Background: an optimization exercise with open tools, aiming at small area, a short achievable clock period and few clock cycles. Do not read the settings as production practice.
RTL that was checked went through simulation tests only; none was proved equivalent to the original.
Power figures rest on the tool's default switching activity, not on a simulated workload.

## source_64bit_mod3
module source_64bit_mod3(s, f, x, e, clk);
output [1:0] s;
output reg f;
input wire [63:0] x;
input wire e;
input wire clk;
wire n1; g_nand2 u1 (.a(x[2]), .b(x[0]), .y(n1));
wire n2; g_nor2 u2 (.a(x[3]), .b(n1), .y(n2));
wire n3; g_nor2 u3 (.a(x[2]), .b(x[0]), .y(n3));
wire n4; g_a21oi u4 (.a1(x[3]), .a2(n3), .b1(n2), .y(n4));
wire n5; g_nand2 u5 (.a(x[1]), .b(n4), .y(n5));
wire n6; g_a211oi u6 (.a1(x[3]), .a2(n1), .b1(n2), .c1(n3), .y(n6));
wire n7; g_o22ai u7 (.a1(x[1]), .a2(n4), .b1(n5), .b2(n6), .y(n7));
wire n8; g_o21a u8 (.a1(x[1]), .a2(n6), .b1(n5), .y(n8));
wire n9; g_nand2 u9 (.a(x[6]), .b(x[4]), .y(n9));
wire n10; g_nor2 u10 (.a(x[7]), .b(n9), .y(n10));
wire n11; g_nor2 u11 (.a(x[6]), .b(x[4]), .y(n11));
wire n12; g_a21oi u12 (.a1(x[7]), .a2(n11), .b1(n10), .y(n12));
wire n13; g_nand2 u13 (.a(x[5]), .b(n12), .y(n13));
wire n14; g_a211oi u14 (.a1(x[7]), .a2(n9), .b1(n10), .c1(n11), .y(n14));
wire n15; g_o22ai u15 (.a1(x[5]), .a2(n12), .b1(n13), .b2(n14), .y(n15));
wire n16; g_o21a u16 (.a1(x[5]), .a2(n14), .b1(n13), .y(n16));
wire n17; g_nand2 u17 (.a(x[10]), .b(x[8]), .y(n17));
wire n18; g_nor2 u18 (.a(x[11]), .b(n17), .y(n18));
wire n19; g_nor2 u19 (.a(x[10]), .b(x[8]), .y(n19));
  ...
For scale: about 300 cells after synthesis, roughly 9 flip-flops, ~69 I/O pins, about 1600 um2 of cells after synthesis.
export LEC_CHECK = 0
export CAP_MARGIN = 20
export CORE_AREA = 5 5 85 85
export CTS_BUF_LIST = sky130_fd_sc_hd__clkbuf_2
export DIE_AREA = 0 0 90 90
export SLEW_MARGIN = 20
export SYNTH_HIERARCHICAL = 1
export BUFFER_PORTS_ARGS = -buffer_cell sky130_fd_sc_hd__buf_1
export POST_FLOORPLAN_TCL = /design/flow/flow/downsize.tcl
create_clock -name core_clock -period 4.5 [get_ports {clk}]
standard.sh (not shown) runs the stock make flow with config.mk's settings and CLKGATE_MAP_FILE= SYNTH_SCRIPT=/design/flow/synth_recipe.tcl, a recipe that flattens the netlist after the stock synthesis.
==> flow/flow/run.sh <==
#!/bin/bash
HERE=$(pwd)
cat >> config.mk <<EOC
export BUFFER_PORTS_ARGS = -buffer_cell sky130_fd_sc_hd__buf_1
export POST_FLOORPLAN_TCL = $HERE/flow/downsize.tcl
EOC
bash standard.sh > standard.log 2>&1
==> flow/flow/downsize.tcl <==
# After floorplan: put every logic gate that synthesis upsized back to its _1 size.
# Timing repair later in the flow still upsizes whatever it needs to.
set db [ord::get_db]
set block [[$db getChip] getBlock]
set n 0
foreach inst [$block getInsts] {
  set name [[$inst getMaster] getName]
  if {[regexp {^(sky130_fd_sc_hd__(a21oi|a211oi|a22oi|o21ai|o22ai|o21a|nand2|nand3|nor2|nor3|xor2|xnor2))_[248]$} $name -> base]} {
    set new [$db findMaster ${base}_1]
    if {$new ne "NULL" && $new ne ""} {
      $inst swapMaster $new
      incr n
    }
  }
}
puts "downsize.tcl: resized $n instances to drive strength 1"
Testbench counts at the start, summed over its fixed seeds: cycles 1,600.
==> next run, changes <==
--- a/flow/design.v
+++ b/flow/design.v
@@ -274,45 +274,39 @@
 wire n247; g_nand2 u247 (.a(n198), .b(n240), .y(n247));
 wire n248; g_nand3 u248 (.a(n245), .b(n246), .c(n247), .y(n248));
 reg [7:0] r;
 always @(posedge clk) begin
   f <= e;
   r <= {n244, n248, n234, n238, n224, n228, n214, n218};
 end
 wire n249; g_nor2 u249 (.a(r[0]), .b(r[1]), .y(n249));
 wire n250; g_nor2 u250 (.a(r[2]), .b(r[3]), .y(n250));
-wire n251; g_nand2 u251 (.a(n249), .b(n250), .y(n251));
-wire n252; g_nand2 u252 (.a(r[1]), .b(r[2]), .y(n252));
-wire n253; g_nand2 u253 (.a(r[0]), .b(r[3]), .y(n253));
+wire n251; g_nand2 u251 (.a(n249), .b(r[3]), .y(n251));
+wire n252; g_nand2 u252 (.a(r[1]), .b(n250), .y(n252));
+wire n253; g_nand2 u253 (.a(r[0]), .b(r[2]), .y(n253));
 wire n254; g_nand3 u254 (.a(n251), .b(n252), .c(n253), .y(n254));
-wire n255; g_nand2 u255 (.a(n249), .b(r[3]), .y(n255));
-wire n256; g_nand2 u256 (.a(r[1]), .b(n250), .y(n256));
-wire n257; g_nand2 u257 (.a(r[0]), .b(r[2]), .y(n257));
+wire n255; g_nand2 u255 (.a(n249), .b(r[2]), .y(n255));
+wire n256; g_nand2 u256 (.a(r[1]), .b(r[3]), .y(n256));
+wire n257; g_nand2 u257 (.a(r[0]), .b(n250), .y(n257));
 wire n258; g_nand3 u258 (.a(n255), .b(n256), .c(n257), .y(n258));
-wire n259; g_nand2 u259 (.a(n249), .b(r[2]), .y(n259));
-wire n260; g_nand2 u260 (.a(r[1]), .b(r[3]), .y(n260));
-wire n261; g_nand2 u261 (.a(r[0]), .b(n250), .y(n261));
-wire n262; g_nand3 u262 (.a(n259), .b(n260), .c(n261), .y(n262));
-wire n263; g_nor2 u263 (.a(r[4]), .b(r[5]), .y(n263));
-wire n264; g_nor2 u264 (.a(r[6]), .b(r[7]), .y(n264));
-wire n265; g_nand2 u265 (.a(n263), .b(n264), .y(n265));
-wire n266; g_nand2 u266 (.a(r[5]), .b(r[6]), .y(n266));
-wire n267; g_nand2 u267 (.a(r[4]), .b(r[7]), .y(n267));
+wire n259; g_nor2 u259 (.a(r[4]), .b(r[5]), .y(n259));
+wire n260; g_nor2 u260 (.a(r[6]), .b(r[7]), .y(n260));
+wire n261; g_nand2 u261 (.a(n259), .b(r[7]), .y(n261));
+wire n262; g_nand2 u262 (.a(r[5]), .b(n260), .y(n262));
+wire n263; g_nand2 u263 (.a(r[4]), .b(r[6]), .y(n263));
+wire n264; g_nand3 u264 (.a(n261), .b(n262), .c(n263), .y(n264));
+wire n265; g_nand2 u265 (.a(n259), .b(r[6]), .y(n265));
+wire n266; g_nand2 u266 (.a(r[5]), .b(r[7]), .y(n266));
+wire n267; g_nand2 u267 (.a(r[4]), .b(n260), .y(n267));
 wire n268; g_nand3 u268 (.a(n265), .b(n266), .c(n267), .y(n268));
-wire n269; g_nand2 u269 (.a(n263), .b(r[7]), .y(n269));
-wire n270; g_nand2 u270 (.a(r[5]), .b(n264), .y(n270));
-wire n271; g_nand2 u271 (.a(r[4]), .b(r[6]), .y(n271));
-wire n272; g_nand3 u272 (.a(n269), .b(n270), .c(n271), .y(n272));
-wire n273; g_nand2 u273 (.a(n263), .b(r[6]), .y(n273));
-wire n274; g_nand2 u274 (.a(r[5]), .b(r[7]), .y(n274));
-wire n275; g_nand2 u275 (.a(r[4]), .b(n264), .y(n275));
-wire n276; g_nand3 u276 (.a(n273), .b(n274), .c(n275), .y(n276));
-wire n277; g_nand2 u277 (.a(n254), .b(n272), .y(n277));
-wire n278; g_nand2 u278 (.a(n258), .b(n268), .y(n278));
-wire n279; g_nand2 u279 (.a(n262), .b(n276), .y(n279));
-wire n280; g_nand3 u280 (.a(n277), .b(n278), .c(n279), .y(n280));
-wire n281; g_nand2 u281 (.a(n254), .b(n276), .y(n281));
-wire n282; g_nand2 u282 (.a(n258), .b(n272), .y(n282));
-wire n283; g_nand2 u283 (.a(n262), .b(n268), .y(n283));
-wire n284; g_nand3 u284 (.a(n281), .b(n282), .c(n283), .y(n284));
-assign s = {n284, n280};
+wire n269; g_nor2 u269 (.a(n258), .b(n254), .y(n269));
+wire n270; g_nor2 u270 (.a(n268), .b(n264), .y(n270));
+wire n271; g_nand2 u271 (.a(n269), .b(n264), .y(n271));
+wire n272; g_nand2 u272 (.a(n254), .b(n270), .y(n272));
+wire n273; g_nand2 u273 (.a(n258), .b(n268), .y(n273));
+wire n274; g_nand3 u274 (.a(n271), .b(n272), .c(n273), .y(n274));
+wire n275; g_nand2 u275 (.a(n269), .b(n268), .y(n275));
+wire n276; g_nand2 u276 (.a(n254), .b(n264), .y(n276));
+wire n277; g_nand2 u277 (.a(n258), .b(n270), .y(n277));
+wire n278; g_nand3 u278 (.a(n275), .b(n276), .c(n277), .y(n278));
+assign s = {n278, n274};
 endmodule
Effect:
- non-clock buffer count is unchanged
- routed wire length fell by 3.9%
- final cell count fell by 1.4%
- sequential share of layout area rose by 0.14 points
- power fell by 1.1%
- via count fell by 2.5%
Function not checked in the second run of this note: the RTL went through the layout flow alone.

========
rev 12:
source_64bit_mod3, a different RTL version from the one above (not shown whole).
For scale: ~300 cells after synthesis, roughly 3 flip-flops, about 69 I/O pins, about 1500 sq um of cells after synthesis.
clock: 4.5 ns
lec_check: 0
cap_margin: 20
core_area: 5 5 85 85
cts_buf_list: sky130_fd_sc_hd__clkbuf_2
die_area: 0 0 90 90
slew_margin: 20
synth_hierarchical: 1
buffer_ports_args: -buffer_cell sky130_fd_sc_hd__buf_1
post_floorplan_tcl: /design/flow/flow/downsize.tcl
Scripts as last shown in full above: flow/flow/run.sh, flow/flow/downsize.tcl
Testbench counts of rev 12, summed over its fixed seeds: cycles 1,600.
Modified inputs, rev 13 compared to rev 12
--- a/flow/design.v
+++ b/flow/design.v
@@ -16,15 +16,15 @@
 module g_o21a(input a1,a2,b1, output y);
 assign y = (a1 | a2) & b1;
 endmodule
 module g_o22ai(input a1,a2,b1,b2, output y);
 assign y = ~((a1 | a2) & (b1 | b2));
 endmodule
 module source_64bit_mod3(s, f, x, e, clk);
-output reg [1:0] s;
+output [1:0] s;
 output reg f;
 input wire [63:0] x;
 input wire e;
 input wire clk;
 wire n1; g_nand2 u1 (.a(x[2]), .b(x[0]), .y(n1));
 wire n2; g_nor2 u2 (.a(x[3]), .b(n1), .y(n2));
 wire n3; g_nor2 u3 (.a(x[2]), .b(x[0]), .y(n3));
@@ -285,44 +285,40 @@
 wire n258; g_nand2 u258 (.a(n194), .b(n252), .y(n258));
 wire n259; g_nand2 u259 (.a(n198), .b(n208), .y(n259));
 wire n260; g_nand3 u260 (.a(n257), .b(n258), .c(n259), .y(n260));
 wire n261; g_nand2 u261 (.a(n251), .b(n208), .y(n261));
 wire n262; g_nand2 u262 (.a(n194), .b(n204), .y(n262));
 wire n263; g_nand2 u263 (.a(n198), .b(n252), .y(n263));
 wire n264; g_nand3 u264 (.a(n261), .b(n262), .c(n263), .y(n264));
-wire n265; g_nand2 u265 (.a(n214), .b(n228), .y(n265));
-wire n266; g_nand2 u266 (.a(n218), .b(n236), .y(n266));
-wire n267; g_nand2 u267 (.a(n222), .b(n232), .y(n267));
+wire n265; g_nand2 u265 (.a(n214), .b(n232), .y(n265));
+wire n266; g_nand2 u266 (.a(n218), .b(n228), .y(n266));
+wire n267; g_nand2 u267 (.a(n222), .b(n236), .y(n267));
 wire n268; g_nand3 u268 (.a(n265), .b(n266), .c(n267), .y(n268));
-wire n269; g_nand2 u269 (.a(n214), .b(n232), .y(n269));
-wire n270; g_nand2 u270 (.a(n218), .b(n228), .y(n270));
-wire n271; g_nand2 u271 (.a(n222), .b(n236), .y(n271));
+wire n269; g_nand2 u269 (.a(n214), .b(n236), .y(n269));
+wire n270; g_nand2 u270 (.a(n218), .b(n232), .y(n270));
+wire n271; g_nand2 u271 (.a(n222), .b(n228), .y(n271));
 wire n272; g_nand3 u272 (.a(n269), .b(n270), .c(n271), .y(n272));
-wire n273; g_nand2 u273 (.a(n214), .b(n236), .y(n273));
-wire n274; g_nand2 u274 (.a(n218), .b(n232), .y(n274));
-wire n275; g_nand2 u275 (.a(n222), .b(n228), .y(n275));
+wire n273; g_nand2 u273 (.a(n242), .b(n260), .y(n273));
+wire n274; g_nand2 u274 (.a(n246), .b(n256), .y(n274));
+wire n275; g_nand2 u275 (.a(n250), .b(n264), .y(n275));
 wire n276; g_nand3 u276 (.a(n273), .b(n274), .c(n275), .y(n276));
-wire n277; g_nand2 u277 (.a(n242), .b(n256), .y(n277));
-wire n278; g_nand2 u278 (.a(n246), .b(n264), .y(n278));
-wire n279; g_nand2 u279 (.a(n250), .b(n260), .y(n279));
+wire n277; g_nand2 u277 (.a(n242), .b(n264), .y(n277));
+wire n278; g_nand2 u278 (.a(n246), .b(n260), .y(n278));
+wire n279; g_nand2 u279 (.a(n250), .b(n256), .y(n279));
 wire n280; g_nand3 u280 (.a(n277), .b(n278), .c(n279), .y(n280));
-wire n281; g_nand2 u281 (.a(n242), .b(n260), .y(n281));
-wire n282; g_nand2 u282 (.a(n246), .b(n256), .y(n282));
-wire n283; g_nand2 u283 (.a(n250), .b(n264), .y(n283));
-wire n284; g_nand3 u284 (.a(n281), .b(n282), .c(n283), .y(n284));
-wire n285; g_nand2 u285 (.a(n242), .b(n264), .y(n285));
-wire n286; g_nand2 u286 (.a(n246), .b(n260), .y(n286));
-wire n287; g_nand2 u287 (.a(n250), .b(n256), .y(n287));
-wire n288; g_nand3 u288 (.a(n285), .b(n286), .c(n287), .y(n288));
-wire n289; g_nand2 u289 (.a(n268), .b(n284), .y(n289));
-wire n290; g_nand2 u290 (.a(n272), .b(n280), .y(n290));
-wire n291; g_nand2 u291 (.a(n276), .b(n288), .y(n291));
-wire n292; g_nand3 u292 (.a(n289), .b(n290), .c(n291), .y(n292));
-wire n293; g_nand2 u293 (.a(n268), .b(n288), .y(n293));
-wire n294; g_nand2 u294 (.a(n272), .b(n284), .y(n294));
-wire n295; g_nand2 u295 (.a(n276), .b(n280), .y(n295));
-wire n296; g_nand3 u296 (.a(n293), .b(n294), .c(n295), .y(n296));
+reg [3:0] r;
 always @(posedge clk) begin
   f <= e;
-  s <= {n296, n292};
+  r <= {n276, n280, n268, n272};
 end
+wire n281; g_nor2 u281 (.a(r[0]), .b(r[1]), .y(n281));
+wire n282; g_nor2 u282 (.a(r[2]), .b(r[3]), .y(n282));
+wire n283; g_nand2 u283 (.a(n281), .b(r[3]), .y(n283));
+wire n284; g_nand2 u284 (.a(r[1]), .b(n282), .y(n284));
+wire n285; g_nand2 u285 (.a(r[0]), .b(r[2]), .y(n285));
+wire n286; g_nand3 u286 (.a(n283), .b(n284), .c(n285), .y(n286));
+wire n287; g_nand2 u287 (.a(n281), .b(r[2]), .y(n287));
+wire n288; g_nand2 u288 (.a(r[1]), .b(r[3]), .y(n288));
+wire n289; g_nand2 u289 (.a(r[0]), .b(n282), .y(n289));
+wire n290; g_nand3 u290 (.a(n287), .b(n288), .c(n289), .y(n290));
+assign s = {n290, n286};
 endmodule
--- outcome ---
Compared to rev 12, rev 13 has instance count after placement with tap cells included about 0.9% lower.
Between rev 12 and rev 13, the flow reports final instance area increasing slightly.
Taking rev 12 as the reference, in rev 13 cell depth of the worst setup path has decreased; sequential power has increased; average vias per placed instance has increased.
Rev 13 vs rev 12: post-synthesis cell count down slightly
Compared with rev 12, rev 13 shows global-route wire length before repair higher by 8.9%.
Rev 12 → rev 13: weighted congestion reported at the end of routability-driven placement shows a reduction of about 0.8%, first-iteration DRC count shows an increase of 95%, multi-input combinational area share shows a reduction of 2.0 points.
Between rev 12 and rev 13, total number of vias is lower for rev 12, rev 13 comes in above that.
Re fraction of power consumed by combinational cells: rev 12 was higher than rev 13.
The flow did not stop early for rev 13: all stages ran, and the layout cleared the timing, design-rule and antenna checks.
Function not checked in rev 13: the RTL went through the layout flow alone.

-- re-timing with driven ports --
No port has a modelled driver above. Below, the same layouts with a new extraction and two added sets of constraints. Step 1 sets driving cells, clkbuf_16 on the clock port and buf_2 on the other inputs (assumed; they add their load-dependent delay and slew). Step 2 also shifts input and output timing later by t, the mid clock arrival at the registers, as if the neighbouring blocks saw the same clock. a / b / c = ideal ports / drivers / drivers and shift; a / b = the first two.
run | t (ns) | slack for setup (ns) | worst hold slack (ns) | slew at the worst register clock pin (ns) | cell pins on the clock port's net
the first run of note 1 | 0.254 | 2.326 / 2.305 / 2.201 | 0.739 / 0.744 / 0.998 | 0.11 / 0.11 | 1
the second run of note 1 | 0.272 | 2.246 / 2.222 / 2.232 | 0.731 / 0.730 / 1.002 | 0.10 / 0.10 | 1
rev 12 | 0.210 | 2.000 / 1.986 / 1.776 | 0.793 / 0.801 / 1.011 | 0.04 / 0.04 | 1
rev 13 | 0.229 | 2.213 / 2.214 / 1.985 | 0.793 / 0.819 / 1.047 | 0.05 / 0.05 | 1
After both steps every run listed still meets setup and hold. The setup slack of rev 13, which loses most, moves by +0.001 ns with the drivers and by -0.228 ns with both steps.
